What follows belongs to an exercise in optimizing a design on an open flow for small area and a short achievable clock period; a production flow would make more cautious choices.
At most, simulation tests tie the RTL to the original design; equivalence was not proved.
Only the layout flow was run in run 7; the RTL was not checked for function there.
Power is estimated from default activity; no workload was simulated.

==> design.v <==
module synchronous_fifo#(parameter FIFO_WIDTH = 32, NO_OF_ELEMENTS = 32, FIFO_DEPTH = $clog2(NO_OF_ELEMENTS))
(	input clk, resetn, w_en, r_en,
	input [FIFO_WIDTH-1:0] d_in,
	output [FIFO_WIDTH-1:0] d_out,
	output full, empty
	);
	localparam N = NO_OF_ELEMENTS;
	reg [FIFO_WIDTH-1:0] d_out_reg;
	reg [FIFO_WIDTH-1:0] mem [N-1:0];
	reg [3:0] w_lo;                  
	reg [N/4-1:0] w_hi;              
	reg [N-1:0] r_sel;               
	reg [FIFO_DEPTH-1:0] count;      
	reg nfull_i, empty_i;            
	reg full_o, nempty_o;            
	wire wr = w_en & nfull_i;
	wire rd = r_en & ~empty_i;
	wire one_left = (count == 1);
	wire one_free = (count == N-1);
	reg [FIFO_WIDTH-1:0] rdata;
	integer k;
	always @(*) begin
		rdata = 0;
		for (k = 0; k < N; k = k + 1)
			rdata = rdata | (mem[k] & {FIFO_WIDTH{r_sel[k]}});
	end
	genvar i;
	generate
		for (i = 0; i < N; i = i + 1) begin : g_word
			always @(posedge clk)
				if (wr & w_lo[i % 4] & w_hi[i / 4])
					mem[i] <= d_in;
		end
	endgenerate
	always @(posedge clk or negedge resetn) begin
		if (~resetn) begin
			w_lo <= 1;
			w_hi <= 1;
			r_sel <= 1;
			count <= 0;
			nfull_i <= 1'b1;
			empty_i <= 1'b1;
			full_o <= 1'b0;
			nempty_o <= 1'b0;
			d_out_reg <= 0;
		end else begin
			if (wr) begin
				w_lo <= {w_lo[2:0], w_lo[3]};
				if (w_lo[3])
					w_hi <= {w_hi[N/4-2:0], w_hi[N/4-1]};
			end
			if (rd) begin
				r_sel <= {r_sel[N-2:0], r_sel[N-1]};
				d_out_reg <= rdata;
			end
			if (wr & ~rd) begin
				count <= count + 1'b1;
				empty_i <= 1'b0;
				nempty_o <= 1'b1;
				nfull_i <= ~one_free;
				full_o <= one_free;
			end else if (rd & ~wr) begin
				count <= count - 1'b1;
				nfull_i <= 1'b1;
				full_o <= 1'b0;
				empty_i <= one_left;
				nempty_o <= ~one_left;
			end
		end
	end
	assign d_out = d_out_reg;
	assign full = full_o;
	assign empty = ~nempty_o;
endmodule
==> run.sh <==
#!/bin/bash
# synth_recipe.tcl (not shown) runs the flow's synth.tcl, then flattens the netlist and writes it again
# the make line also repeats each setting of config.mk as NAME=value (left out here)
make -C /OpenROAD-flow-scripts/flow DESIGN_CONFIG=/design/flow/config.mk WORK_HOME=/design/flow/orfs CLKGATE_MAP_FILE= SYNTH_SCRIPT=/design/flow/synth_recipe.tcl finish
==> config.mk <==
export PLATFORM = sky130hd
export DESIGN_NAME = synchronous_fifo
export DESIGN_NICKNAME = synchronous_fifo
export VERILOG_FILES = /design/flow/design.v
export SDC_FILE = /design/flow/constraint.sdc
export NUM_CORES = 4
export LEC_CHECK = 0
export CAP_MARGIN = 20
export CORE_MARGIN = 2
export CORE_UTILIZATION = 70
export SETUP_SLACK_MARGIN = 1.3
export SLEW_MARGIN = 20
==> constraint.sdc <==
create_clock -name core_clock -period 3.3 [get_ports {clk}]
set_input_delay 0.6600 -clock core_clock [delete_from_list [all_inputs] [get_ports {clk}]]
set_output_delay 0.6600 -clock core_clock [all_outputs]
set_load 0.01 [all_outputs]
==> metrics.csv, run 1 <==
stage,metric,value,unit
setup_path,cp_slowest_cell,dfrtp_4,
clock_tree,cts_inserted_buffers,104,
synthesis,syn_nets,2280,
sta,min_period,1995,ps
sta,maxSlewViolCount,0,
synthesis,syn_avg_cell_area,17.76,um^2
clock_tree,clk_latency,670,ps
placement,hpwlAfterDp,60780,um
clock_tree,clkSlewWorstSetupHoldPaths,60,ps
placement,port_buffers,69,
power,p_per_area,623.0,nW/um^2
floorplan,coreArea,56280,um^2
route,ant_nets,0,
global_route,track_usage,40.93,%
power,p_int,22.55,mW
synthesis,yosysSeqAreaShare,82.69,%
finish,fin_nets,2397,
placement,gp_congestion,0.8351,
sta,fin_setup_tns,0,ps
finish,fin_util,80.52,%
sta,timing.fmax,0.5014,GHz
global_route,first_global_vias,23600,
route,drt-wirelength-per-cell,37.05,um
finish,final_cell_count_no_fill,3203,
setup_path,critPathCaptureType,flip-flop,
setup_path,start_kind,flip-flop,
floorplan,die-area,58730,um^2
power,switchingPower,5.684,mW
setup_path,crit_path_cell_trace,buf_4 > a222oi_1 > a31oi_1,
clock_tree,cts_sinks,1109,
clock_tree,postCtsHoldBufs,0,
outcome,status,"complete, no violations",
power,sequentialPowerShare,55.1,%
route,drc_errors,0,
route,vias_per_cell,7.418,
setup_path,cpPeakStageDelay,730,ps
setup_path,cp.required,3810,ps
global_route,overflow,0,
sta,fin_skew,23.48,ps
job,drv_cap,0,
min_path,hold_path.class,in2async,
synthesis,syn_area,39770,um^2
power,p_comb_share,2.6,%
synthesis,syn_inst,2239,
sta,finalHoldViolCount,0,
clock_tree,cts_max_level,3,
route,vias,23760,
floorplan,ioPinCount,70,
sta,period_share,60.44,%
power,swShare,20.13,%
global_route,grt_max_degree,97,
clock_tree,cts_root_buf,clkbuf_16,
setup_path,crit_buf_inv,1,
placement,placed_area,41820,um^2
sta,timing.hold.ws,81.69,ps
global_route,grt_pass1_wl,167400,um
sta,worst_slew_pin_slew,1302,ps
power,clkPwrFrac,42.4,%
finish,fin_area,45310,um^2
finish,drive_gt1_share,14.18,%
power,leakage,14.82,nW
setup_path,crit_type,reg2reg,
finish,largest_reg_flops,1024,
synthesis,ys_seq_elements,1109,
global_route,antenna_found_initial,1,
route,drt_wl_total,118700,um
finish,area_growth,13.95,%
setup_path,r2r_setup_slack,1310,ps
clock_tree,cts_buffer_depth,3,
setup_path,path_delay_family,compound AO/OA/AOI/OAI gates,
floorplan,initial_core_util,70.66,%
sta,setup_viol,0,
floorplan,rows,87,
power,vdd.ir_drop.worst,0.5781,mV
placement,dp.cells,2999,
sta,max_slew_margin,13.19,%
synthesis,yosys_warnings,2,
route,drt_pre_antenna_iters,6,
floorplan,die_w,242.3,um
route,drt_iter0_markers,3996,
floorplan,die_height,242.3,um
finish,antenna_cells,0,
setup_path,path_max_fanout,27,
synthesis,yosys.cell_types.count,31,
sta,grt_setup_unrepaired,true,
setup_path,arrival,2500,ps
clock_tree,cts_tree,done,
## cells in the final DEF (no fill, tap or decap), types with 12 or more instances in the layout
master           instances
dfrtp_1                 48
dfrtp_2                 17
nor3_1                  32
nand4_1                 65
nand2_1                163
clkbuf_16              104
clkdlybuf4s50_1         26
and2_2                  22
a222oi_1                32
a31oi_1                 32
dfrtp_4                 15
bufinv_16               12
edfxtp_1              1024
nand3_1                 64
and2_4                  12
buf_12                  29
buf_2                   13
clkinv_2                20
clkinv_1                19
clkdlybuf4s15_1         19
clkbuf_1                23
buf_4                   56
nor2_1                  67
a22oi_1                450
## cell usage after synthesis, drive strengths merged
cell type	n	area (um^2)
edfxtp	1024	30750
a22oi	450	3378
nand2	163	611.8
buf	88	440.4
dfrtp	80	2002
nor2	67	251.5
nand4	65	406.6
nand3	64	320.3
clkbuf	61	229.0
a222oi	32	320.3
a31oi	32	200.2
and2	32	200.2
nor3	32	160.2
mux2	8	90.09
and3	5	31.28
dfstp	5	131.4
ha	5	62.56
inv	5	18.76
a21o	4	30.03
nor2b	3	18.77
xor2	3	26.28
a21oi	2	13.76
a22o	2	17.52
mux2i	2	20.02
o21ai	2	10.00
nor4b	1	8.760
or4	1	7.510
xnor2	1	8.760
## power by group through the flow
stage               registers, mW  logic (mW)  clock network, mW
global placement             15.8       0.717                  0
detailed placement           15.8       0.745                  0
CTS                          15.5       0.726               12.0
global route                 15.5       0.785               12.5
finish                       15.5       0.722               12.0
floorplan                    15.8       0.274                  0
## cell type report
type / instances / area (um^2)
Clock buffer: 131 / 2744
Clock inverter: 66 / 679.4
Fill cell: 2856 / 10960
Inverter: 5 / 18.77
Multi-Input combinational cell: 978 / 6292
Sequential cell: 1109 / 32960
Tap cell: 756 / 945.9
Timing Repair Buffer: 158 / 1670
## repair_timing
action                                  CTS  global route
endpoints found under the setup margin  344            36
resized for setup                        94            21
pin swaps                                 3             0
gates cloned                              2             0
setup buffers                             4             1
## path summary, 6_finish.rpt
kind / start / to / cells after the start
max in group asynchronous: resetn / r_sel[0]$_DFFE_PN1P_ / 2
hold / removal: resetn / count[2]$_DFFE_PN0P_ / 1
min in group core_clock: w_lo[1]$_DFFE_PN0P_ / w_lo[1]$_DFFE_PN0P_ / 1
setup / recovery: r_sel[12]$_DFFE_PN0P_ / d_out_reg[3]$_DFFE_PN0P_ / 3
hold reg to reg: w_lo[1]$_DFFE_PN0P_ / w_lo[1]$_DFFE_PN0P_ / 1
setup reg to reg: r_sel[12]$_DFFE_PN0P_ / d_out_reg[3]$_DFFE_PN0P_ / 3
## logic make-up (layout without fill, tap and decap cells)
group,Yosys count,count (layout),synth area share [%]
xor gates and xnor gates,4,4,0.08812
muxes,10,10,0.2769
buffers and inverters,154,360,1.731
AOI/OAI and AO/OA,524,524,9.984
and+or+nand+nor,433,435,5.072
adders and majority gates,5,5,0.1573
DFF,1109,1109,82.69
## layer usage
layer	global-route usage, %	vias to the layer above	part of all wire, %
met5	0	-	0.0093
met4	18.59	2	5.6
met3	10.88	446	15
met2	62.33	2198	46
met1	56.76	11780	33
li1	-	9337	-
## through the flow
stage	worst slack, ps	total power [mW]
final	1305	28.23
after global routing	1282	28.83
after CTS	1192	28.24
after detailed placement	525.5	16.58
after global placement	589.5	16.55
after floorplan	1151	16.11
==> run 2, diff against run 1 <==
==> flow/run.sh (new file) <==
#!/bin/bash
set -e
cp standard.sh standard.sh.txt
export CTS_ARGS="-sink_clustering_enable -repair_clock_nets -dont_use_dummy_load"
bash standard.sh > standard.log 2>&1
==> standard.sh (new file) <==
#!/bin/bash
# synth_recipe.tcl (not shown) runs the flow's synth.tcl, then flattens the netlist and writes it again
# the make line also repeats each setting of config.mk as NAME=value (left out here)
make -C /OpenROAD-flow-scripts/flow DESIGN_CONFIG=/design/flow/config.mk WORK_HOME=/design/flow/orfs CLKGATE_MAP_FILE= SYNTH_SCRIPT=/design/flow/synth_recipe.tcl "${@:-finish}"
--- a/config.mk
+++ b/config.mk
@@ -8,5 +8,5 @@
 export CAP_MARGIN = 20
 export CORE_MARGIN = 2
 export CORE_UTILIZATION = 70
-export SETUP_SLACK_MARGIN = 1.3
+export SETUP_SLACK_MARGIN = 1.5
 export SLEW_MARGIN = 20
removed: run.sh
==> run 2 against run 1 <==
  * First-iteration DRC count is 42% higher
  * Clock skew up 35 ps
  * Sequential power is essentially flat
  * Still clean on timing, DRC and antenna
  * Largest cell class unchanged
  * Critical endpoint is now d_out[7]
  * Highest routed layer unchanged
==> metrics.csv, run 2 <==
stage,metric,value,unit,change
finish,largest_reg_flops,1024,,unchanged
route,drt_pre_antenna_iters,7,,+1
route,drt-wirelength-per-cell,43.01,um,+16%
sta,min_period,1896,ps,-98.75 ps
setup_path,start_kind,flip-flop,,
power,finalPower,26.64,mW,-5.6%
finish,drive_gt1_share,19.40,%,+5.2 points
finish,area_growth,17.48,%,
floorplan,coreArea,56280,um^2,unchanged
sta,fin_skew,58.01,ps,+34.53 ps
sta,timing.hold.ws,64.85,ps,-16.84 ps
setup_path,cpPeakStageDelay,410,ps,-320 ps
clock_tree,cts_max_level,3,,unchanged
sta,setup_viol,0,,unchanged
clock_tree,cts_sinks,1109,,unchanged
setup_path,path_delay_family,flip-flops,,
global_route,grt_max_degree,49,,-49%
power,leakage,15.53,nW,+4.8%
synthesis,syn_inst,2239,,unchanged
setup_path,cp.depth,1,,-2
clock_tree,postCtsHoldBufs,0,,unchanged
route,vias_per_cell,7.931,,+6.9%
sta,maxSlewViolCount,0,,unchanged
global_route,track_usage,45.93,%,+5.0 points
clock_tree,cts_tree,done,,
setup_path,cp.required,2640,ps,-1170 ps
sta,worst_slew_pin_slew,1130,ps,-172.4 ps
sta,grt_setup_unrepaired,true,,
setup_path,crit_buf_inv,1,,unchanged
global_route,grt_pass1_wl,183300,um,+9.5%
clock_tree,cts_root_buf,clkbuf_16,,
sta,max_slew_margin,24.45,%,+11 points
sta,timing.fmax,0.5275,GHz,+5.2%
synthesis,syn_avg_cell_area,17.76,um^2,unchanged
setup_path,cp_slowest_cell,dfrtp_1,,
job,drv_cap,0,,unchanged
global_route,antenna_found_initial,8,,+7
synthesis,post-synth-top-area-fraction,77.33,%,unchanged
synthesis,synth.area.top_cells,"edfxtp_1 (77%), a22oi_1 (8.5%), dfrtp_1 (5.0%)",,
setup_path,timing.critical_path.from,d_out_reg[7]$_DFFE_PN0P_,,
synthesis,ys_seq_elements,1109,,unchanged
synthesis,yosysSeqAreaShare,82.69,%,unchanged
synthesis,synth_common_cells,"edfxtp_1 (1024), a22oi_1 (450), nand2_1 (163)",,
setup_path,r2r-start,nfull_i$_DFFE_PN1P_,,
clock_tree,cts_inserted_buffers,104,,unchanged
finish,fin_nets,2559,,+6.8%
sta,finalHoldViolCount,0,,unchanged
placement,port_buffers,69,,unchanged
setup_path,path_max_fanout,2,,-93%
route,drt_wl_total,141000,um,+19%
finish,layout_common_cells,"edfxtp_1 (1024), a22oi_1 (446), nand2_1 (162)",,
min_path,hold_path.class,in2async,,
setup_path,critPathCaptureType,output port,,
route,drc_errors,0,,unchanged
global_route,overflow,0,,unchanged
floorplan,die_w,242.3,um,unchanged
floorplan,initial_core_util,70.66,%,unchanged
clock_tree,cts_buffer_depth,3,,unchanged
floorplan,die_height,242.3,um,unchanged
global_route,first_global_vias,24480,,+3.7%
sta,fin_setup_tns,0,ps,unchanged
floorplan,rows,87,,unchanged
synthesis,syn_area,39770,um^2,unchanged
synthesis,yosys_most_used_dff,edfxtp_1,,
floorplan,die-area,58730,um^2,unchanged
route,drt_iter0_markers,5667,,+42%
setup_path,crit_path_cell_trace,buf_6,,
floorplan,ioPinCount,70,,unchanged
synthesis,synth_edf_count,1024,,unchanged
sta,period_share,57.45,%,-3.0 points
power,p_per_area,570.2,nW/um^2,-8.5%
setup_path,ff2ff_path_depth,3,,unchanged
clock_tree,clkSlewWorstSetupHoldPaths,60,ps,about the same
placement,gp_congestion,0.8499,,+1.8%
outcome,status,"complete, no violations",,
synthesis,syn_nets,2280,,unchanged
synthesis,postSynth.asyncResetShare,7.665,%,unchanged
route,ant_nets,0,,unchanged
synthesis,yosys_warnings,2,,unchanged
clock_tree,clk_latency,700,ps,+30 ps
synthesis,yosysMostFrequentCell,edfxtp_1,,
placement,hpwlAfterDp,60680,um,-0.18%
setup_path,crit_type,reg2out,,
setup_path,arrival,1240,ps,-1260 ps
power,vdd.ir_drop.worst,0.5353,mV,-7.4%
synthesis,yosys.cell_types.count,31,,unchanged
route,vias,26000,,+9.4%
finish,layout_commonest_cell,edfxtp_1,,
synthesis,synth.largest_area_cell,edfxtp_1,,
## run 2: cell types whose count changed in the layout (fill, tap and decap cells not counted), sizes merged
cell / delta
buf: +168
clkinv: -45
clkbuf: -31
clkdlybuf4s15: -24
and2: +16
bufinv: -12
diode: +6
clkinvlp: -5
inv: -4
and3: +2
dlymetal6s2s: +2
bufbuf: +1
clkdlybuf4s50: +1
## run 2: power breakdown
part / total (mW) / internal [mW] / switching [mW]
clock network: 10.2 / 5.50 / 4.74
registers: 15.5 / 15.4 / 0.0940
logic: 0.865 / 0.326 / 0.539
total: 26.6 / 21.3 / 5.37
## run 2: cells by family (layout without fill, tap and decap cells)
family          count (synthesis)  after routing  share of synthesized area (%)
flops                        1109           1109                          82.69
compound gates                524            524                          9.984
simple gates                  433            453                          5.072
buf+inv                       154            411                          1.731
mux                            10             10                         0.2769
fa+ha+maj                       5              5                         0.1573
xor+xnor                        4              4                        0.08812
other cells                     0              6                              0
## run 2: area by class of cell
| class | instances | area [um^2] |
|---|---|---|
| sequential | 1109 | 33000 |
| fill | 2706 | 9560 |
| multi-input combinational | 996 | 6541 |
| timing repair buffer | 302 | 3597 |
| clock buffer | 104 | 2603 |
| tap | 756 | 945.9 |
| inverter | 5 | 18.77 |
| antenna | 6 | 15.01 |
## run 2: path summary, 6_finish.rpt
path	slack, ps	to
min in group core_clock	510	w_lo[2]$_DFFE_PN0P_
max in group asynchronous	2340	r_sel[8]$_DFFE_PN0P_
worst min register to register	510	w_lo[2]$_DFFE_PN0P_
worst max register to register	1440	mem[14][12]$_DFFE_PP_
worst min-delay path	60	d_out_reg[0]$_DFFE_PN0P_
worst max-delay path	1400	d_out[7]
## run 2: routing by layer
layer,part of all wire (%),track usage [%],vias up
li1,-,-,9607
met1,30,61.05,12590
met3,19,15.99,733
met5,0.098,0,-
met4,7.8,26.54,8
met2,43,67.16,3060
## run 2: metrics by stage
step	util [%]	area (um^2)	worst slack (ps)	cells
6_report	83.01	46720	1404	3278
5_1_grt	82.99	46700	1362	3272
3_5_place_dp	73.81	41540	541.8	2978
4_1_cts	81.58	45910	1284	3210
3_3_place_gp	73.81	41540	602.4	2978
2_1_floorplan	-	39900	1152	2239
## run 2: timing repair
item / in CTS / in global routing
gates resized for setup: 206 / 21
hold endpoints to repair: 0 / 0
endpoints found under the setup margin: 955 / 100
setup buffers: 108 / 60
gates cloned: 20 / 2
pin swaps: 24 / 9
==> run 3, diff against run 2 <==
--- a/config.mk
+++ b/config.mk
@@ -7,6 +7,6 @@
 export LEC_CHECK = 0
 export CAP_MARGIN = 20
 export CORE_MARGIN = 2
-export CORE_UTILIZATION = 70
-export SETUP_SLACK_MARGIN = 1.5
+export CORE_UTILIZATION = 74
+export SETUP_SLACK_MARGIN = 1.4
 export SLEW_MARGIN = 20
==> run 3 against run 2 <==
  * Sequential power barely moved
  * Routed wire length down 5.8%
  * Maximum frequency decreased by 3.1%
  * Die area is 5.3% lower
  * Clock skew down 13 ps
  * Cell area down 3.7%
  * Highest routed layer unchanged
  * Synthesized area unchanged
  * Flip-flop and latch count did not move
  * First-iteration DRC count grew 0.55%
  * Utilization up 2.1 points
  * Clock power barely moved
  * Hold slack worse by 6.6 ps
  * Critical endpoint is now d_out_reg[6]$_DFFE_PN0P_
==> metrics.csv, run 3 <==
stage,metric,value,unit,change
outcome,status,"complete, no violations",,
route,drt-wirelength-per-cell,42.81,um,-0.47%
global_route,first_global_vias,24450,,-0.12%
clock_tree,clkSlewWorstSetupHoldPaths,60,ps,about the same
clock_tree,cts_buffer_depth,3,,unchanged
global_route,antenna_found_initial,3,,-5
sta,setup_viol,0,,unchanged
synthesis,post-synth-top-area-fraction,77.33,%,unchanged
synthesis,syn_inst,2239,,unchanged
route,ant_nets,0,,unchanged
floorplan,die_height,235.8,um,-2.7%
synthesis,synth_edf_count,1024,,unchanged
synthesis,syn_avg_cell_area,17.76,um^2,unchanged
setup_path,start_kind,flip-flop,,
global_route,grt_max_degree,97,,+98%
placement,port_buffers,69,,unchanged
sta,min_period,1957,ps,+61.24 ps
route,drt_wl_total,132800,um,-5.8%
synthesis,synth_compound_area_share,9.984,%,unchanged
synthesis,yosys_warnings,2,,unchanged
sta,worst_slew_pin_slew,1204,ps,+74.20 ps
synthesis,yosys_most_used_dff,edfxtp_1,,
power,leakage,14.79,nW,-4.8%
global_route,overflow,0,,unchanged
finish,area_growth,13.16,%,
synthesis,yosys.cell_types.count,31,,unchanged
setup_path,timing.critical_path.from,r_sel[9]$_DFFE_PN0P_,,
floorplan,die-area,55610,um^2,-5.3%
sta,finalHoldViolCount,0,,unchanged
setup_path,endpoint,d_out_reg[6]$_DFFE_PN0P_,,
route,drt_iter0_markers,5698,,+0.55%
synthesis,synth_xor_area_share,0.08810,%,unchanged
route,vias_per_cell,8.223,,+3.7%
route,vias,25510,,-1.9%
global_route,track_usage,46.13,%,+0.19 points
power,vdd.ir_drop.worst,0.5649,mV,+5.5%
clock_tree,cts_tree,done,,
global_route,grt_pass1_wl,175800,um,-4.1%
synthesis,yosysMostFrequentCell,edfxtp_1,,
placement,placed_area,41790,um^2,+0.61%
min_path,hold_path.class,in2async,,
sta,max_slew_margin,19.49,%,-5.0 points
synthesis,synthSimpleGateAreaFrac,5.072,%,unchanged
sta,grt_setup_unrepaired,true,,
finish,layout_commonest_cell,edfxtp_1,,
synthesis,ys_seq_elements,1109,,unchanged
synthesis,synth_top_family_by_area,compound AO/OA/AOI/OAI gates,,
synthesis,synth.largest_area_cell,edfxtp_1,,
floorplan,initial_core_util,75.22,%,+4.6 points
clock_tree,cts_root_buf,clkbuf_16,,
floorplan,ioPinCount,70,,unchanged
route,drc_errors,0,,unchanged
finish,fin_area,45000,um^2,-3.7%
clock_tree,cts_inserted_buffers,102,,-1.9%
setup_path,ff2ff_path_depth,4,,+1
synthesis,syn_nets,2280,,unchanged
synthesis,synth.area.top_cells,"edfxtp_1 (77%), a22oi_1 (8.5%), dfrtp_1 (5.0%)",,
synthesis,yosysSeqAreaShare,82.69,%,unchanged
placement,gp_congestion,0.8755,,+3.0%
route,drt_pre_antenna_iters,8,,+1
clock_tree,cts_sinks,1109,,unchanged
synthesis,synth.area.mux_share,0.2769,%,unchanged
setup_path,cp.required,3780,ps,+1140 ps
synthesis,syn_area,39770,um^2,unchanged
sta,fin_setup_tns,0,ps,unchanged
setup_path,crit_type,reg2reg,,
synthesis,synthAdderAreaFrac,0.1573,%,unchanged
finish,fin_nets,2450,,-4.3%
job,drv_cap,0,,unchanged
floorplan,die_w,235.8,um,-2.7%
clock_tree,cts_max_level,3,,unchanged
placement,hpwlAfterDp,64690,um,+6.6%
setup_path,path_max_fanout,15,,+13
sta,timing.fmax,0.5110,GHz,-3.1%
finish,drive_gt1_share,15.87,%,-3.5 points
finish,largest_reg_flops,1024,,unchanged
synthesis,synth_common_cells,"edfxtp_1 (1024), a22oi_1 (450), nand2_1 (163)",,
sta,period_share,59.31,%,+1.9 points
floorplan,rows,84,,-3.4%
setup_path,r2r-start,r_sel[9]$_DFFE_PN0P_,,
setup_path,r2r_end,d_out_reg[6]$_DFFE_PN0P_,,
sta,maxSlewViolCount,0,,unchanged
clock_tree,clk_latency,680,ps,-20 ps
sta,fin_skew,44.91,ps,-13.10 ps
setup_path,arrival,2440,ps,+1200 ps
setup_path,critPathCaptureType,flip-flop,,
floorplan,coreArea,52870,um^2,-6.1%
power,p_per_area,586.7,nW/um^2,+2.9%
setup_path,r2r_setup_slack,1340,ps,-100 ps
synthesis,postSynth.asyncResetShare,7.665,%,unchanged
finish,layout_common_cells,"edfxtp_1 (1024), a22oi_1 (449), nand2_1 (163)",,
## run 3: changes by cell type in the layout (fill, tap and decap cells not counted), sizes merged
cell,delta
diode,+1
and2,-14
clkdlybuf4s50,-9
buf,-82
dlymetal6s2s,-2
and3,-2
## run 3: report_power, final
group	total, mW	internal, mW	switching, mW
logic	0.786	0.243	0.543
registers	15.5	15.4	0.0975
clock network	10.1	5.40	4.67
total	26.4	21.1	5.31
## run 3: area by class of cell
type	instances	area (um^2)
sequential	1109	32980
fill	2276	7865
multi-input combinational	980	6339
clock buffer	102	2552
timing repair buffer	211	2231
tap	688	860.8
inverter	5	18.77
antenna	7	17.52
## run 3: critical path: stages (launching register included)
cell     delay (ps)
dfrtp_4         700
a22oi_1         320
nand4_1         310
nor3_1          290
a31oi_1         150
## run 3: logic make-up after synthesis
logic type,after synthesis
flops,1109
xor+xnor,4
simple gates,433
compound gates,524
fa+ha+maj,5
buf+inv,154
mux,10
## run 3: repair_timing
action / CTS / global route
pin swaps: 6 / 0
resized for setup: 172 / 19
gates cloned: 5 / 3
hold buffers: 0 / 0
buffers inserted: 16 / 39
endpoints found under the setup margin: 580 / 305
## run 3: how the worst min path moves through the flow
stage	from	end	cells after the start	slack [ps]
after global placement	w_lo[2]$_DFFE_PN0P_	w_lo[2]$_DFFE_PN0P_	1	450
after CTS	resetn	full_o$_DFFE_PN0P_	1	70
final	resetn	count[1]$_DFFE_PN0P_	1	60
after global routing	resetn	count[1]$_DFFE_PN0P_	1	80
after detailed placement	w_lo[1]$_DFFE_PN0P_	w_lo[1]$_DFFE_PN0P_	1	460
after floorplan	resetn	count[0]$_DFFE_PN0P_	0	360
## run 3: metal layers
metal	GRT usage [%]	vias to the layer above	share of wire, %
li1	-	9356	-
met1	62.75	12190	29
met2	68.43	3197	44
met3	13.83	758	19
met4	25.59	4	7.9
met5	0	-	0.025
## run 3: stage by stage
stage | hold slack (ps) | setup slack (ps) | cells | utilization (%) | total power, mW
final | 58.25 | 1343 | 3102 | 85.12 | 26.40
after global routing | 76.70 | 1362 | 3095 | 85.09 | 26.81
after CTS | 67.41 | 1302 | 3053 | 84.18 | 26.21
after detailed placement | 462.1 | 553.2 | 2930 | 79.04 | 16.61
after global placement | 451.1 | 608.8 | 2929 | 79.04 | 16.57
after floorplan | 364.4 | 1151 | 2239 | - | 16.11
==> run 4, diff against run 3 <==
--- a/config.mk
+++ b/config.mk
@@ -7,6 +7,6 @@
 export LEC_CHECK = 0
 export CAP_MARGIN = 20
 export CORE_MARGIN = 2
-export CORE_UTILIZATION = 74
+export CORE_UTILIZATION = 62
 export SETUP_SLACK_MARGIN = 1.4
 export SLEW_MARGIN = 20
==> run 4 against run 3 <==
  * Via count is 6.5% lower
  * Global-route usage is 8.4 points lower
  * First-iteration DRC count is 27% lower
  * Cell area hardly changed
  * Routed wire length is 5.2% lower
  * Critical path depth is 3 lower
  * Sequential power hardly changed
  * Combinational power is 6.9% lower
  * Clock power hardly changed
  * Hold slack better by 12 ps
==> metrics.csv, run 4 <==
stage,metric,value,unit,change
synthesis,synth.largest_area_cell,edfxtp_1,,
setup_path,start_kind,flip-flop,,
route,vias,23860,,-6.5%
outcome,status,"complete, no violations",,
sta,worst_slew_pin_slew,1151,ps,-53.38 ps
clock_tree,cts_tree,done,,
synthesis,synthSimpleGateAreaFrac,5.072,%,unchanged
setup_path,cpPeakStageDelay,460,ps,-240 ps
placement,hpwlAfterDp,62250,um,-3.8%
sta,grt_setup_unrepaired,true,,
sta,fin_setup_tns,0,ps,unchanged
route,ant_nets,0,,unchanged
setup_path,cp_slowest_cell,dfrtp_2,,
finish,area_growth,13.21,%,about the same
synthesis,syn_area,39770,um^2,unchanged
power,swShare,19.70,%,-0.42 points
finish,multi_input_area,6336,um^2,about the same
finish,layout_common_cells,"edfxtp_1 (1024), a22oi_1 (448), nand2_1 (163)",,
floorplan,coreArea,63200,um^2,+20%
synthesis,yosysSeqAreaShare,82.69,%,unchanged
finish,layout_commonest_cell,edfxtp_1,,
global_route,antenna_found_initial,4,,+1
setup_path,arrival,1280,ps,-1160 ps
sta,maxSlewViolCount,0,,unchanged
finish,largest_reg_flops,1024,,unchanged
finish,drive_gt1_share,14.60,%,-1.3 points
global_route,overflow,0,,unchanged
synthesis,synth.area.mux_share,0.2769,%,unchanged
setup_path,cp.depth,1,,-3
sta,timing.hold.ws,70.59,ps,+12.34 ps
route,drt_iter0_markers,4161,,-27%
clock_tree,clk_latency,670,ps,about the same
setup_path,path_max_fanout,2,,-13
synthesis,post-synth-top-area-fraction,77.33,%,unchanged
floorplan,rows,92,,+9.5%
setup_path,crit_path_cell_trace,clkbuf_2,,
power,finalPower,26.52,mW,+0.46%
synthesis,ys_seq_elements,1109,,unchanged
clock_tree,cts_inserted_buffers,106,,+3.9%
power,p_per_area,589.2,nW/um^2,+0.42%
floorplan,die_w,257.3,um,+9.1%
route,drt-wirelength-per-cell,38.92,um,-9.1%
clock_tree,cts_sinks,1109,,unchanged
synthesis,yosysMostFrequentCell,edfxtp_1,,
finish,fin_nets,2433,,-0.69%
floorplan,ioPinCount,70,,unchanged
setup_path,ff2ff_path_depth,5,,+1
placement,pre_cts_ws,575.5,ps,+22.23 ps
power,p_comb_share,2.8,%,-0.2 points
setup_path,cp.required,2640,ps,-1140 ps
global_route,track_usage,37.69,%,-8.4 points
setup_path,timing.critical_path.from,d_out_reg[0]$_DFFE_PN0P_,,
synthesis,synth_compound_area_share,9.984,%,unchanged
route,drc_errors,0,,unchanged
route,drt_wl_total,126000,um,-5.2%
finish,fin_util,71.24,%,-14 points
sta,period_share,58.91,%,-0.40 points
finish,seqCellArea,32990,um^2,about the same
synthesis,syn_nets,2280,,unchanged
synthesis,synth_xor_area_share,0.08810,%,unchanged
global_route,grt_pass1_wl,172600,um,-1.8%
clock_tree,cts_buffer_depth,3,,unchanged
synthesis,postSynth.asyncResetShare,7.665,%,unchanged
synthesis,yosys.cell_types.count,31,,unchanged
setup_path,crit_type,reg2out,,
synthesis,synth_edf_count,1024,,unchanged
placement,gp_congestion,0.8116,,-7.3%
synthesis,yosys_most_used_dff,edfxtp_1,,
clock_tree,clkSlewWorstSetupHoldPaths,60,ps,about the same
route,vias_per_cell,7.372,,-10%
clock_tree,cts_max_level,3,,unchanged
clock_tree,cts_root_buf,clkbuf_16,,
synthesis,yosys_warnings,2,,unchanged
synthesis,synthAdderAreaFrac,0.1573,%,unchanged
sta,setup_viol,0,,unchanged
clock_tree,postCtsHoldBufs,0,,unchanged
synthesis,synth_top_family_by_area,compound AO/OA/AOI/OAI gates,,
power,vdd.ir_drop.worst,0.4791,mV,-15%
power,clkPwrFrac,38.6,%,+0.5 points
sta,fin_ws,1356,ps,+13.17 ps
finish,nFillCells,3934,,+73%
power,leakage,14.67,nW,-0.86%
floorplan,die_height,257.3,um,+9.1%
floorplan,initial_core_util,62.92,%,-12 points
route,drt_pre_antenna_iters,7,,-1
floorplan,die-area,66180,um^2,+19%
finish,antenna_cells,0,,-7
placement,port_buffers,69,,unchanged
sta,max_slew_margin,23.06,%,+3.6 points
power,sequentialPowerShare,58.6,%,-0.3 points
setup_path,path_delay_family,flip-flops,,
job,drv_cap,0,,unchanged
setup_path,critPathCaptureType,output port,,
synthesis,syn_inst,2239,,unchanged
power,switchingPower,5.226,mW,-1.6%
synthesis,syn_avg_cell_area,17.76,um^2,unchanged
synthesis,synth_common_cells,"edfxtp_1 (1024), a22oi_1 (450), nand2_1 (163)",,
sta,min_period,1944,ps,-13.17 ps
min_path,hold_path.class,in2async,,
sta,fin_skew,39.91,ps,-5.004 ps
synthesis,synth.area.top_cells,"edfxtp_1 (77%), a22oi_1 (8.5%), dfrtp_1 (5.0%)",,
setup_path,r2r-start,r_sel[9]$_DFFE_PN0P_,,
sta,timing.fmax,0.5144,GHz,+0.68%
setup_path,crit_buf_inv,1,,+1
sta,finalHoldViolCount,0,,unchanged
power,p_int,21.30,mW,+0.99%
global_route,grt_max_degree,63,,-35%
global_route,first_global_vias,23150,,-5.3%
## run 4: through the flow
stage / instance area [um^2] / instances
final: 45020 / 3236
after global routing: 45020 / 3236
after CTS: 44810 / 3226
after detailed placement: 41930 / 3096
after global placement: 41930 / 3096
after floorplan: 39850 / 2239
## run 4: path summary, 6_finish.rpt
path / endpoint / slack, ps
worst max-delay path: d_out[0] / 1360
max in group asynchronous: d_out_reg[8]$_DFFE_PN0P_ / 2410
worst min-delay path: d_out_reg[9]$_DFFE_PN0P_ / 70
worst max register to register: d_out_reg[3]$_DFFE_PN0P_ / 1410
worst min register to register: w_lo[2]$_DFFE_PN0P_ / 480
min in group core_clock: w_lo[2]$_DFFE_PN0P_ / 480
## run 4: area by class of cell
type | count | area share [%]
inverters | 5 | 0.04169
well taps | 846 | 2.351
multi-input cells | 981 | 14.07
flip-flops and latches | 1109 | 73.28
clock buffers | 106 | 5.892
repair buffers | 189 | 4.361
## run 4: power groups by stage
stage / sequential [mW] / combinational, mW / clock [mW]
after floorplan: 15.8 / 0.274 / 0
after global placement: 15.8 / 0.746 / 0
after detailed placement: 15.8 / 0.773 / 0
after CTS: 15.5 / 0.724 / 10.3
after global routing: 15.6 / 0.797 / 10.8
final: 15.5 / 0.732 / 10.2
## run 4: logic make-up after synthesis
kind of cell	Yosys count
AO/OA/AOI/OAI	524
flip-flops	1109
adder cells (fa/ha/maj)	5
buffers and inverters	154
XOR/XNOR	4
AND/OR/NAND/NOR	433
multiplexers	10
## run 4: repair_timing
action	4_1_cts	5_1_grt
gates cloned	5	0
setup buffers	19	10
endpoints found under the setup margin	534	377
gates resized for setup	179	11
pin swaps	8	1
## run 4: worst reg2reg max path, delay by kind of cell (launching register included)
| kind | cells | cell delay (ps) |
|---|---|---|
| compound gates | 2 | 380 |
| buf+inv | 1 | 360 |
| flops | 1 | 710 |
| simple gates | 2 | 300 |
## run 4: per-layer routing
layer	track usage (%)	share of wire [%]	up-vias
met5	0	0.021	-
met4	12.24	3.6	4
met3	7.811	14	302
met2	58.24	46	2070
met1	54.81	36	12180
li1	-	-	9306
==> run 5, diff against run 4 <==
--- a/config.mk
+++ b/config.mk
@@ -7,6 +7,6 @@
 export LEC_CHECK = 0
 export CAP_MARGIN = 20
 export CORE_MARGIN = 2
-export CORE_UTILIZATION = 62
+export CORE_UTILIZATION = 70
 export SETUP_SLACK_MARGIN = 1.4
 export SLEW_MARGIN = 20
==> run 5 against run 4 <==
  * Clock power is essentially flat
  * Clock-buffer cell count shrank 2
  * Die area shrank 11%
  * Utilization grew 8.6 points
  * Largest cell class unchanged
  * Worst setup slack gained 38 ps
  * Register-to-register slack is essentially flat
  * Global-route usage grew 3.4 points
  * Power shrank 0.51%
  * Routed wire length shrank 1.8%
  * Highest routed layer is now met4
==> metrics.csv, run 5 <==
stage,metric,value,unit,change
outcome,status,"complete, no violations",,
route,ant_nets,0,,unchanged
setup_path,arrival,1250,ps,-30 ps
floorplan,coreArea,56280,um^2,-11%
synthesis,syn_nets,2280,,unchanged
synthesis,syn_inst,2239,,unchanged
synthesis,yosys_warnings,2,,unchanged
route,vias,24230,,+1.6%
setup_path,path_max_fanout,2,,unchanged
floorplan,die_height,242.3,um,-5.8%
synthesis,yosysSeqAreaShare,82.69,%,unchanged
synthesis,synth.largest_area_cell,edfxtp_1,,
finish,drive_gt1_share,14.87,%,+0.27 points
synthesis,yosys.cell_types.count,31,,unchanged
synthesis,yosys_most_used_dff,edfxtp_1,,
setup_path,critPathCaptureType,output port,,
synthesis,postSynth.asyncResetShare,7.665,%,unchanged
floorplan,die_w,242.3,um,-5.8%
clock_tree,cts_tree,done,,
job,drv_cap,0,,unchanged
synthesis,ys_seq_elements,1109,,unchanged
global_route,gr-usage-met1,57.07,%,+2.3 points
sta,timing.fmax,0.5248,GHz,+2.0%
finish,layout_commonest_cell,edfxtp_1,,
global_route,grt_pass1_wl,167100,um,-3.2%
route,drt_iter0_markers,4437,,+6.6%
global_route,met2_usage,62.31,%,+4.1 points
placement,gp_congestion,0.8351,,+2.9%
route,drt_pre_antenna_iters,6,,-1
synthesis,syn_area,39770,um^2,unchanged
route,drt-wirelength-per-cell,39.23,um,+0.80%
sta,max_slew_margin,22.82,%,-0.24 points
clock_tree,cts_sinks,1109,,unchanged
power,vdd.ir_drop.worst,0.6005,mV,+25%
clock_tree,cts_root_buf,clkbuf_16,,
placement,hpwlAfterDp,60780,um,-2.4%
finish,fin_nets,2437,,+0.16%
sta,setup_viol,0,,unchanged
sta,grt_setup_unrepaired,true,,
clock_tree,postCtsHoldBufs,0,,unchanged
sta,fin_setup_tns,0,ps,unchanged
clock_tree,clkSlewWorstSetupHoldPaths,60,ps,about the same
global_route,grt_max_degree,97,,+54%
synthesis,synth.area.top_cells,"edfxtp_1 (77%), a22oi_1 (8.5%), dfrtp_1 (5.0%)",,
placement,port_buffers,69,,unchanged
finish,layout_common_cells,"edfxtp_1 (1024), a22oi_1 (449), nand2_1 (163)",,
clock_tree,cts_buffer_depth,3,,unchanged
synthesis,synth_common_cells,"edfxtp_1 (1024), a22oi_1 (450), nand2_1 (163)",,
floorplan,ioPinCount,70,,unchanged
global_route,met3_usage,11.26,%,+3.4 points
sta,period_share,57.75,%,-1.2 points
setup_path,path_delay_family,flip-flops,,
power,leakage,14.70,nW,+0.22%
setup_path,r2r_setup_slack,1400,ps,about the same
setup_path,ff2ff_path_depth,2,,-3
global_route,antenna_found_initial,2,,-2
finish,largest_reg_flops,1024,,unchanged
setup_path,crit_type,reg2out,,
route,vias_per_cell,7.687,,+4.3%
floorplan,initial_core_util,70.66,%,+7.7 points
finish,fin_util,79.79,%,+8.6 points
setup_path,crit_buf_inv,1,,unchanged
route,drc_errors,0,,unchanged
clock_tree,cts_inserted_buffers,104,,-1.9%
sta,maxSlewViolCount,0,,unchanged
global_route,busiest_layer,met2,,
route,drt_wl_total,123700,um,-1.8%
synthesis,post-synth-top-area-fraction,77.33,%,unchanged
clock_tree,cts_max_level,3,,unchanged
synthesis,yosysMostFrequentCell,edfxtp_1,,
global_route,first_global_vias,23460,,+1.3%
synthesis,syn_avg_cell_area,17.76,um^2,unchanged
sta,finalHoldViolCount,0,,unchanged
setup_path,cp_slowest_cell,dfrtp_2,,
global_route,overflow,0,,unchanged
setup_path,cp.required,2640,ps,about the same
sta,min_period,1906,ps,-38.27 ps
clock_tree,clk_latency,660,ps,about the same
setup_path,r2r-start,nfull_i$_DFFE_PN1P_,,
global_route,track_usage,41.05,%,+3.4 points
setup_path,cpPeakStageDelay,450,ps,about the same
setup_path,start_kind,flip-flop,,
setup_path,timing.critical_path.from,d_out_reg[0]$_DFFE_PN0P_,,
sta,fin_skew,42.61,ps,+2.702 ps
min_path,hold_path.class,in2async,,
setup_path,crit_path_cell_trace,buf_6,,
sta,worst_slew_pin_slew,1154,ps,+3.627 ps
power,p_per_area,587.7,nW/um^2,-0.25%
floorplan,die-area,58730,um^2,-11%
finish,area_growth,12.92,%,
floorplan,rows,87,,-5.4%
setup_path,r2r_end,mem[31][16]$_DFFE_PP_,,
synthesis,synth_edf_count,1024,,unchanged
==> run 5: area by class of cell <==
| type | count | area [um^2] |
|---|---|---|
| Sequential cell | 1109 | 32990 |
| Fill cell | 2922 | 11370 |
| Multi-Input combinational cell | 978 | 6301 |
| Clock buffer | 104 | 2603 |
| Timing Repair Buffer | 198 | 2038 |
| Tap cell | 756 | 945.9 |
| Inverter | 5 | 18.77 |
| Antenna cell | 2 | 5.005 |
==> run 5: metrics by stage <==
step	hold WS (ps)	cells	total power, mW	instance area (um^2)	setup slack, ps
after floorplan	364.4	2239	16.11	39850	1151
after global placement	457.2	2999	16.55	41820	589.5
after detailed placement	464.5	2999	16.58	41820	525.5
after CTS	117.2	3127	26.29	44570	1361
after global routing	147.5	3150	26.93	44900	1375
final	119.5	3152	26.39	44900	1394
==> run 5: kinds of logic after synthesis <==
group | after synthesis | synth area share [%]
AO/OA/AOI/OAI | 524 | 9.984
XOR/XNOR | 4 | 0.08812
adder cells (fa/ha/maj) | 5 | 0.1573
buffers and inverters | 154 | 1.731
flip-flops | 1109 | 82.69
multiplexers | 10 | 0.2769
AND/OR/NAND/NOR | 433 | 5.072
==> run 5: worst reg2reg max path: stages (launching register included) <==
cell and delay (ps):
dfstp_2 580, and3_2 390, and2_4 530
==> run 5: per-layer routing <==
metal / part of all wire (%) / routed length [um]
met5: 0 / 0
met4: 5.6 / 6911
met3: 17 / 20810
met2: 45 / 55990
met1: 32 / 39950
==> run 5: power by group <==
part / total (mW) / switching, mW / internal (mW)
sequential: 15.5 / 0.0937 / 15.5
clock: 10.1 / 4.57 / 5.49
combinational: 0.773 / 0.517 / 0.255
==> run 5: repair_timing <==
| action | in CTS | in global routing |
|---|---|---|
| resized for setup | 167 | 18 |
| setup buffers | 22 | 21 |
| pin swaps | 5 | 2 |
| setup endpoints to repair | 568 | 66 |
| gates cloned | 2 | 2 |
==> run 5: worst max-delay path by stage <==
stage | end | slack, ps | depth (start not counted)
after floorplan | count[3]$_DFFE_PN0P_ | 1150 | 9
after global placement | mem[31][25]$_DFFE_PP_ | 590 | 3
after detailed placement | mem[31][14]$_DFFE_PP_ | 530 | 3
after CTS | d_out[0] | 1360 | 1
after global routing | d_out[0] | 1380 | 1
final | d_out[0] | 1390 | 1
==> run 6, diff against run 5 <==
==> flow/run.sh (replaced) <==
#!/bin/bash
set -e
cp standard.sh standard.sh.txt
export CTS_ARGS="-sink_clustering_enable -repair_clock_nets -dont_use_dummy_load -sink_clustering_size 20 -sink_clustering_max_diameter 60"
bash standard.sh > standard.log 2>&1
==> run 6 against run 5 <==
  * Sequential share of layout area increased by 1.6 points
  * Cell area decreased by 2.2%
  * Utilization decreased by 1.7 points
  * Via count decreased by 1.2%
  * Clock skew increased by 16 ps
  * Clock-buffer cell count decreased by 38
  * Register-to-register slack got worse by 40 ps
  * Global-route usage decreased by 0.24 points
  * Power decreased by 8.9%
  * Synthesized area unchanged
  * Final cell count decreased by 1.2%
  * Die area unchanged
  * Critical path type is now reg2reg
  * Largest cell class unchanged
==> metrics.csv, run 6 <==
stage,metric,value,unit,change
outcome,status,"complete, no violations",,
sta,fin_skew,59.03,ps,+16.42 ps
clock_tree,cts_inserted_buffers,66,,-37%
setup_path,crit_type,reg2reg,,
synthesis,synth_common_cells,"edfxtp_1 (1024), a22oi_1 (450), nand2_1 (163)",,
sta,finalHoldViolCount,0,,unchanged
clock_tree,cts_max_level,3,,unchanged
synthesis,post-synth-top-area-fraction,77.33,%,unchanged
finish,fin_area,43940,um^2,-2.2%
setup_path,r2r_setup_slack,1360,ps,-40 ps
route,ant_nets,0,,unchanged
job,drv_cap,0,,unchanged
floorplan,ioPinCount,70,,unchanged
floorplan,initial_core_util,70.66,%,unchanged
setup_path,cpPeakStageDelay,720,ps,+270 ps
synthesis,yosysSeqAreaShare,82.69,%,unchanged
finish,area_growth,10.49,%,
setup_path,arrival,2410,ps,+1160 ps
synthesis,synth.largest_area_cell,edfxtp_1,,
clock_tree,cts_sinks,1109,,unchanged
clock_tree,clkSlewWorstSetupHoldPaths,80,ps,+20 ps
setup_path,start_kind,flip-flop,,
sta,timing.fmax,0.5164,GHz,-1.6%
sta,worst_slew_pin_slew,1160,ps,+6.078 ps
setup_path,crit_path_cell_trace,buf_4 > a222oi_1 > a31oi_1,,
setup_path,critPathCaptureType,flip-flop,,
finish,layout_commonest_cell,edfxtp_1,,
placement,placed_area,41820,um^2,unchanged
synthesis,syn_avg_cell_area,17.76,um^2,unchanged
setup_path,cp_slowest_cell,dfrtp_4,,
synthesis,ys_seq_elements,1109,,unchanged
placement,port_buffers,69,,unchanged
placement,gp_congestion,0.8351,,unchanged
floorplan,rows,87,,unchanged
sta,period_share,58.69,%,+0.94 points
floorplan,die-area,58730,um^2,unchanged
sta,fin_setup_tns,0,ps,unchanged
setup_path,r2r_end,d_out_reg[3]$_DFFE_PN0P_,,
sta,min_period,1937,ps,+31.03 ps
global_route,antenna_found_initial,2,,unchanged
route,vias_per_cell,7.690,,about the same
finish,largest_reg_flops,1024,,unchanged
setup_path,ff2ff_path_depth,3,,+1
floorplan,die_height,242.3,um,unchanged
finish,fin_nets,2400,,-1.5%
clock_tree,postCtsHoldBufs,0,,unchanged
global_route,gr-usage-met1,57.14,%,+0.072 points
finish,layout_common_cells,"edfxtp_1 (1024), a22oi_1 (450), nand2_1 (163)",,
setup_path,r2r-start,r_sel[12]$_DFFE_PN0P_,,
route,vias,23950,,-1.2%
clock_tree,cts_tree,done,,
clock_tree,clk_latency,640,ps,-20 ps
route,drt_wl_total,121500,um,-1.7%
sta,grt_setup_unrepaired,true,,
clock_tree,cts_root_buf,clkbuf_16,,
route,drt_iter0_markers,4347,,-2.0%
finish,multi_input_area,6296,um^2,about the same
synthesis,syn_area,39770,um^2,unchanged
synthesis,syn_nets,2280,,unchanged
global_route,met2_usage,62.08,%,-0.23 points
finish,fin_util,78.07,%,-1.7 points
route,drc_errors,0,,unchanged
synthesis,yosysMostFrequentCell,edfxtp_1,,
synthesis,postSynth.asyncResetShare,7.665,%,unchanged
global_route,first_global_vias,23040,,-1.8%
global_route,track_usage,40.81,%,-0.24 points
power,leakage,14.23,nW,-3.2%
placement,hpwlAfterDp,60780,um,unchanged
power,vdd.ir_drop.worst,0.5573,mV,-7.2%
global_route,overflow,0,,unchanged
setup_path,path_max_fanout,27,,+25
sta,setup_viol,0,,unchanged
route,drt_pre_antenna_iters,8,,+2
min_path,hold_path.class,in2async,,
clock_tree,cts_buffer_depth,3,,unchanged
synthesis,yosys.cell_types.count,31,,unchanged
route,drt-wirelength-per-cell,39.02,um,-0.54%
floorplan,die_w,242.3,um,unchanged
synthesis,yosys_most_used_dff,edfxtp_1,,
finish,seqCellArea,32990,um^2,unchanged
floorplan,coreArea,56280,um^2,unchanged
finish,nFillCells,3110,,+6.4%
global_route,met3_usage,10.22,%,-1.0 points
finish,drive_gt1_share,13.41,%,-1.5 points
power,p_per_area,547.1,nW/um^2,-6.9%
synthesis,syn_inst,2239,,unchanged
global_route,grt_max_degree,97,,unchanged
synthesis,yosys_warnings,2,,unchanged
global_route,grt_pass1_wl,166000,um,-0.68%
sta,max_slew_margin,22.41,%,-0.41 points
sta,maxSlewViolCount,0,,unchanged
global_route,busiest_layer,met2,,
synthesis,synth_edf_count,1024,,unchanged
setup_path,cp.required,3770,ps,+1130 ps
synthesis,synth.area.top_cells,"edfxtp_1 (77%), a22oi_1 (8.5%), dfrtp_1 (5.0%)",,
## run 6: cell counts after synthesis
No cell type changed its count.
## run 6: area by class of cell
| cell class | count | area share (%) |
|---|---|---|
| diodes | 1 | 0.005695 |
| repair buffers | 199 | 4.622 |
| clock buffers | 66 | 3.759 |
| well taps | 756 | 2.153 |
| multi-input cells | 978 | 14.33 |
| flip-flops and latches | 1109 | 75.09 |
| inverters | 5 | 0.04272 |
## run 6: kinds of logic after synthesis
family / share of synthesized area [%]
AOI/OAI and AO/OA: 9.984
muxes: 0.2769
buffers and inverters: 1.731
DFF: 82.69
adders and majority gates: 0.1573
and+or+nand+nor: 5.072
xor gates and xnor gates: 0.08812
## run 6: how the worst max path moves through the flow
stage                             start                        end  slack, ps  cells after the start
6_report          r_sel[12]$_DFFE_PN0P_   d_out_reg[3]$_DFFE_PN0P_       1360                      3
5_1_grt            r_sel[3]$_DFFE_PN0P_  d_out_reg[16]$_DFFE_PN0P_       1370                      5
4_1_cts        d_out_reg[0]$_DFFE_PN0P_                   d_out[0]       1300                      1
3_5_place_dp                       w_en      mem[31][14]$_DFFE_PP_        530                      3
3_3_place_gp                       w_en      mem[31][25]$_DFFE_PP_        590                      3
2_1_floorplan                      r_en       count[3]$_DFFE_PN0P_       1150                      9
## run 6: layer usage
metal  vias to the layer above  wire length [um]  share of wire (%)
li1                       9231                 -                  -
met2                      2381             54670                 45
met5                         -                10             0.0082
met1                     11890             39740                 33
met4                         2              7218                5.9
met3                       443             19880                 16
## run 6: timing repair
action                     in CTS  in global routing
resized for setup             148                 27
cloned                          2                  2
pin swaps                       5                  1
buffers inserted               23                 21
setup endpoints to repair     461                 71
## run 6: worst max-delay path: cells and delay by family, from the launching register on
family	cells	cell delay, ps
AO/OA/AOI/OAI	2	750
buffers and inverters	1	310
flip-flops	1	720
## run 6: stage by stage
stage | hold slack (ps) | std cells | worst slack (ps) | total power, mW
after CTS | 143.3 | 3090 | 1304 | 23.95
final | 141.2 | 3114 | 1363 | 24.04
after global routing | 170.4 | 3113 | 1370 | 24.51
after detailed placement | 464.5 | 2999 | 525.5 | 16.58
after floorplan | 364.4 | 2239 | 1151 | 16.11
after global placement | 457.2 | 2999 | 589.5 | 16.55
## run 6: report_power, final
group | internal (mW) | switching, mW
Sequential | 15.4 | 0.0912
Clock | 3.57 | 4.18
Combinational | 0.262 | 0.509
Total | 19.3 | 4.78
==> run 7, diff against run 6 <==
--- a/design.v
+++ b/design.v
@@ -10,6 +10,7 @@
 	reg [3:0] w_lo;                  
 	reg [N/4-1:0] w_hi;              
 	reg [N-1:0] r_sel;               
+	reg [N-1:0] r_sel_h;             
 	reg [FIFO_DEPTH-1:0] count;      
 	reg nfull_i, empty_i;            
 	reg full_o, nempty_o;            
@@ -22,7 +23,7 @@
 	always @(*) begin
 		rdata = 0;
 		for (k = 0; k < N; k = k + 1)
-			rdata = rdata | (mem[k] & {FIFO_WIDTH{r_sel[k]}});
+			rdata = rdata | (mem[k] & {{(FIFO_WIDTH-FIFO_WIDTH/2){r_sel_h[k]}}, {(FIFO_WIDTH/2){r_sel[k]}}});
 	end
 	genvar i;
 	generate
@@ -37,6 +38,7 @@
 			w_lo <= 1;
 			w_hi <= 1;
 			r_sel <= 1;
+			r_sel_h <= 1;
 			count <= 0;
 			nfull_i <= 1'b1;
 			empty_i <= 1'b1;
@@ -51,6 +53,7 @@
 			end
 			if (rd) begin
 				r_sel <= {r_sel[N-2:0], r_sel[N-1]};
+				r_sel_h <= {r_sel_h[N-2:0], r_sel_h[N-1]};
 				d_out_reg <= rdata;
 			end
 			if (wr & ~rd) begin
==> run.sh (new file) <==
#!/bin/bash
# synth_recipe.tcl (not shown) runs the flow's synth.tcl, then flattens the netlist and writes it again
# the make line also repeats each setting of config.mk as NAME=value (left out here)
make -C /OpenROAD-flow-scripts/flow DESIGN_CONFIG=/design/flow/config.mk WORK_HOME=/design/flow/orfs CLKGATE_MAP_FILE= SYNTH_SCRIPT=/design/flow/synth_recipe.tcl finish
removed: flow/run.sh
removed: standard.sh
==> run 7 against run 6 <==
  * Combinational power is 16% higher
  * Die area grew 3.1%
  * Clock power rose by 64%
  * Utilization rose by 3.1 points
  * Cell area up 6.8%
  * Sequential power up 3%
  * Sequential share of layout area shrank 3.2 points
  * Hold slack worse by 130 ps
  * Synthesized area increased by 3.2%
==> metrics.csv, run 7 <==
stage,metric,value,unit,change
synthesis,syn_nets,2413,,+5.8%
setup_path,cp_slowest_cell,a222oi_1,,
sta,worst_slew_pin_slew,1165,ps,+4.850 ps
route,drt_pre_antenna_iters,7,,-1
setup_path,cpPeakStageDelay,640,ps,-80 ps
global_route,antenna_found_initial,0,,-2
synthesis,synth.largest_area_cell,edfxtp_1,,
power,sequentialPowerShare,54.0,%,-10 points
finish,largest_reg_flops,1024,,unchanged
clock_tree,cts_root_buf,clkbuf_16,,
sta,period_share,60.90,%,+2.2 points
clock_tree,clk_latency,680,ps,+40 ps
min_path,hold_path.class,in2async,,
power,vdd.ir_drop.worst,0.5761,mV,+3.4%
sta,min_period,2010,ps,+72.92 ps
synthesis,yosys.cell_types.count,36,,+16%
setup_path,start_kind,flip-flop,,
placement,hpwlAfterDp,65890,um,+8.4%
finish,fin_util,81.19,%,+3.1 points
sta,maxSlewViolCount,0,,unchanged
sta,fin_skew,20.87,ps,-38.16 ps
setup_path,crit_buf_inv,1,,unchanged
sta,grt_setup_unrepaired,true,,
sta,timing.fmax,0.4976,GHz,-3.6%
finish,layout_common_cells,"edfxtp_1 (1024), a22oi_1 (443), nand2_1 (261)",,
clock_tree,postCtsHoldBufs,0,,unchanged
synthesis,syn_avg_cell_area,17.30,um^2,-2.6%
sta,setup_viol,0,,unchanged
route,drt_wl_total,130500,um,+7.4%
floorplan,die_height,246.1,um,+1.5%
power,p_per_area,628.8,nW/um^2,+15%
synthesis,synth.area.top_cells,"edfxtp_1 (75%), a22oi_1 (8.1%), dfrtp_1 (6.8%)",,
route,drt_iter0_markers,4644,,+6.8%
finish,fin_nets,2557,,+6.5%
synthesis,syn_inst,2372,,+5.9%
clock_tree,cts_max_level,3,,unchanged
finish,multi_input_area,6666,um^2,+5.9%
setup_path,crit_type,reg2reg,,
global_route,overflow,0,,unchanged
synthesis,yosys_most_used_dff,edfxtp_1,,
clock_tree,cts_buffer_depth,3,,unchanged
route,vias,25590,,+6.8%
global_route,track_usage,43.57,%,+2.8 points
global_route,grt_max_degree,65,,-33%
synthesis,post-synth-top-area-fraction,74.95,%,-2.4 points
synthesis,synth_common_cells,"edfxtp_1 (1024), a22oi_1 (443), nand2_1 (261)",,
setup_path,arrival,2510,ps,+100 ps
synthesis,syn_area,41030,um^2,+3.2%
finish,area_growth,14.38,%,
sta,max_slew_margin,22.09,%,-0.32 points
route,drt-wirelength-per-cell,38.70,um,-0.82%
setup_path,path_delay_family,compound AO/OA/AOI/OAI gates,,
power,switchingPower,5.977,mW,+25%
clock_tree,cts_inserted_buffers,106,,+61%
global_route,grt_pass1_wl,180700,um,+8.9%
clock_tree,clkSlewWorstSetupHoldPaths,60,ps,-20 ps
route,vias_per_cell,7.586,,-1.4%
floorplan,die-area,60570,um^2,+3.1%
synthesis,synth_edf_count,1024,,unchanged
sta,finalHoldViolCount,0,,unchanged
route,drc_errors,0,,unchanged
finish,layout_commonest_cell,edfxtp_1,,
placement,gp_congestion,0.8683,,+4.0%
synthesis,yosysSeqAreaShare,82.10,%,-0.59 points
power,p_comb_share,3.0,%,-0.2 points
outcome,status,"complete, no violations",,
finish,regMostFlops,mem,,
synthesis,ys_seq_elements,1141,,+2.9%
power,clkPwrFrac,43.0,%,+11 points
setup_path,critPathCaptureType,flip-flop,,
placement,port_buffers,69,,unchanged
synthesis,yosys_warnings,2,,unchanged
setup_path,path_max_fanout,10,,-63%
power,swShare,20.25,%,+0.35 points
floorplan,rows,88,,+1.1%
clock_tree,cts_tree,done,,
floorplan,coreArea,57810,um^2,+2.7%
route,ant_nets,0,,unchanged
clock_tree,cts_sinks,1141,,+2.9%
setup_path,cp.required,3800,ps,+30 ps
power,p_int,23.53,mW,+22%
global_route,first_global_vias,25020,,+8.6%
floorplan,initial_core_util,70.98,%,+0.32 points
power,leakage,15.80,nW,+11%
finish,seqCellArea,33740,um^2,+2.3%
synthesis,postSynth.asyncResetShare,10.25,%,+2.6 points
finish,drive_gt1_share,15.80,%,+2.4 points
floorplan,die_w,246.1,um,+1.5%
sta,fin_setup_tns,0,ps,unchanged
synthesis,yosysMostFrequentCell,edfxtp_1,,
floorplan,ioPinCount,70,,unchanged
finish,nFillCells,2916,,-6.2%
setup_path,crit_path_cell_trace,buf_4 > a222oi_1 > a31oi_1,,
job,drv_cap,0,,unchanged
-- run 7: cell count changes after synthesis, moves of 7 or more --
cell	before	now
nand2_1	163	261
clkbuf_1	61	8
buf_2	88	140
dfrtp_1	80	111
mux2_1	8	0
mux2_2	0	8
a22oi_1	450	443
-- run 7: worst paths after layout --
| check | startpoint | end | slack [ps] | cells after the start |
|---|---|---|---|---|
| max reg2reg | r_sel[24]$_DFFE_PN0P_ | d_out_reg[6]$_DFFE_PN0P_ | 1290 | 3 |
| min in group core_clock | w_lo[1]$_DFFE_PN0P_ | w_lo[1]$_DFFE_PN0P_ | 480 | 1 |
| min | resetn | r_sel_h[21]$_DFFE_PN0P_ | 7 | 1 |
| max | r_sel[24]$_DFFE_PN0P_ | d_out_reg[6]$_DFFE_PN0P_ | 1290 | 3 |
| max in group asynchronous | resetn | r_sel_h[0]$_DFFE_PN1P_ | 2430 | 2 |
| min reg2reg | w_lo[1]$_DFFE_PN0P_ | w_lo[1]$_DFFE_PN0P_ | 480 | 1 |
-- run 7: through the flow --
step	power, mW	setup WS [ps]	hold WS, ps	std cells	area, um^2
2_1_floorplan	16.52	1360	364.4	2372	41100
3_3_place_gp	17.01	652.4	458.1	3143	43050
3_5_place_dp	17.05	583.2	468.9	3146	43090
4_1_cts	29.40	1262	28.19	3361	46760
5_1_grt	30.09	1328	34.24	3372	46930
6_report	29.51	1290	6.706	3373	46930
-- run 7: power groups by stage --
stage,clock network [mW],logic [mW],registers (mW)
floorplan,0,0.291,16.2
global placement,0,0.782,16.2
detailed placement,0,0.812,16.2
CTS,12.7,0.814,15.9
global route,13.2,0.947,15.9
finish,12.7,0.891,15.9
-- run 7: what timing repair did --
item,CTS,global route
pin swaps,5,0
gates resized for setup,172,35
buffers inserted,12,8
endpoints found under the setup margin,360,414
cloned,4,3
-- run 7: cell type report --
cell class	instances	share of cell area [%]
Tap cell	765	2.040
Antenna cell	1	0.005332
Sequential cell	1141	71.89
Clock buffer	148	6.356
Multi-Input combinational cell	1074	14.20
Inverter	5	0.03999
Clock inverter	51	1.357
Timing Repair Buffer	188	4.111
-- run 7: cell families (layout without fill, tap and decap cells) --
| group | after synthesis | in the layout | synth area share (%) |
|---|---|---|---|
| xor gates and xnor gates | 4 | 4 | 0.08540 |
| AOI/OAI and AO/OA | 523 | 523 | 9.673 |
| other | 0 | 1 | 0 |
| adders and majority gates | 5 | 5 | 0.1525 |
| DFF | 1141 | 1141 | 82.10 |
| muxes | 10 | 10 | 0.2684 |
| buffers and inverters | 160 | 392 | 1.921 |
| and+or+nand+nor | 529 | 532 | 5.800 |
-- run 7: metal layers --
metal | global-route usage, % | vias to the layer above | part of all wire [%]
li1 | - | 9785 | -
met1 | 59.01 | 12570 | 32
met2 | 66.54 | 2664 | 45
met3 | 10.27 | 569 | 16
met4 | 24.17 | 0 | 7.3
met5 | 0 | - | 0

-- port drivers added, routing unchanged --
In the flow no input, the clock included, has a driving cell. The finished layouts below were timed again as built, in two steps. Step 1 sets driving cells, clkbuf_16 on the clock port and buf_2 on the other inputs (assumed; they add their load-dependent delay and slew). Step 2 also shifts input and output timing later by t, the mid clock arrival at the registers, as if the neighbouring blocks saw the same clock. Three values: no drivers, after step 1, after step 2; two values: the first two.
run	shift t [ns]	slack for setup (ns)	hold slack, ns	worst setup path at the end
run 1	0.724	1.305 / 1.258 / 0.658	0.082 / 0.045 / 0.484	input to register
run 2	0.732	1.404 / 1.343 / 0.995	0.065 / 0.029 / 0.508	input to register
run 3	0.713	1.343 / 1.322 / 0.677	0.058 / 0.022 / 0.470	input to register
run 4	0.718	1.356 / 1.285 / 0.757	0.071 / 0.025 / 0.485	input to register
run 5	0.703	1.394 / 1.334 / 0.732	0.120 / 0.085 / 0.484	input to register
run 6	0.672	1.363 / 1.355 / 0.757	0.141 / 0.106 / 0.481	input to register
run 7	0.736	1.290 / 1.280 / 0.704	0.007 / -0.019 / 0.480	input to register
After both steps setup and hold are still met in every run listed. The setup slack of run 3, which loses most, moves by -0.021 ns with the drivers and by -0.666 ns with both steps.
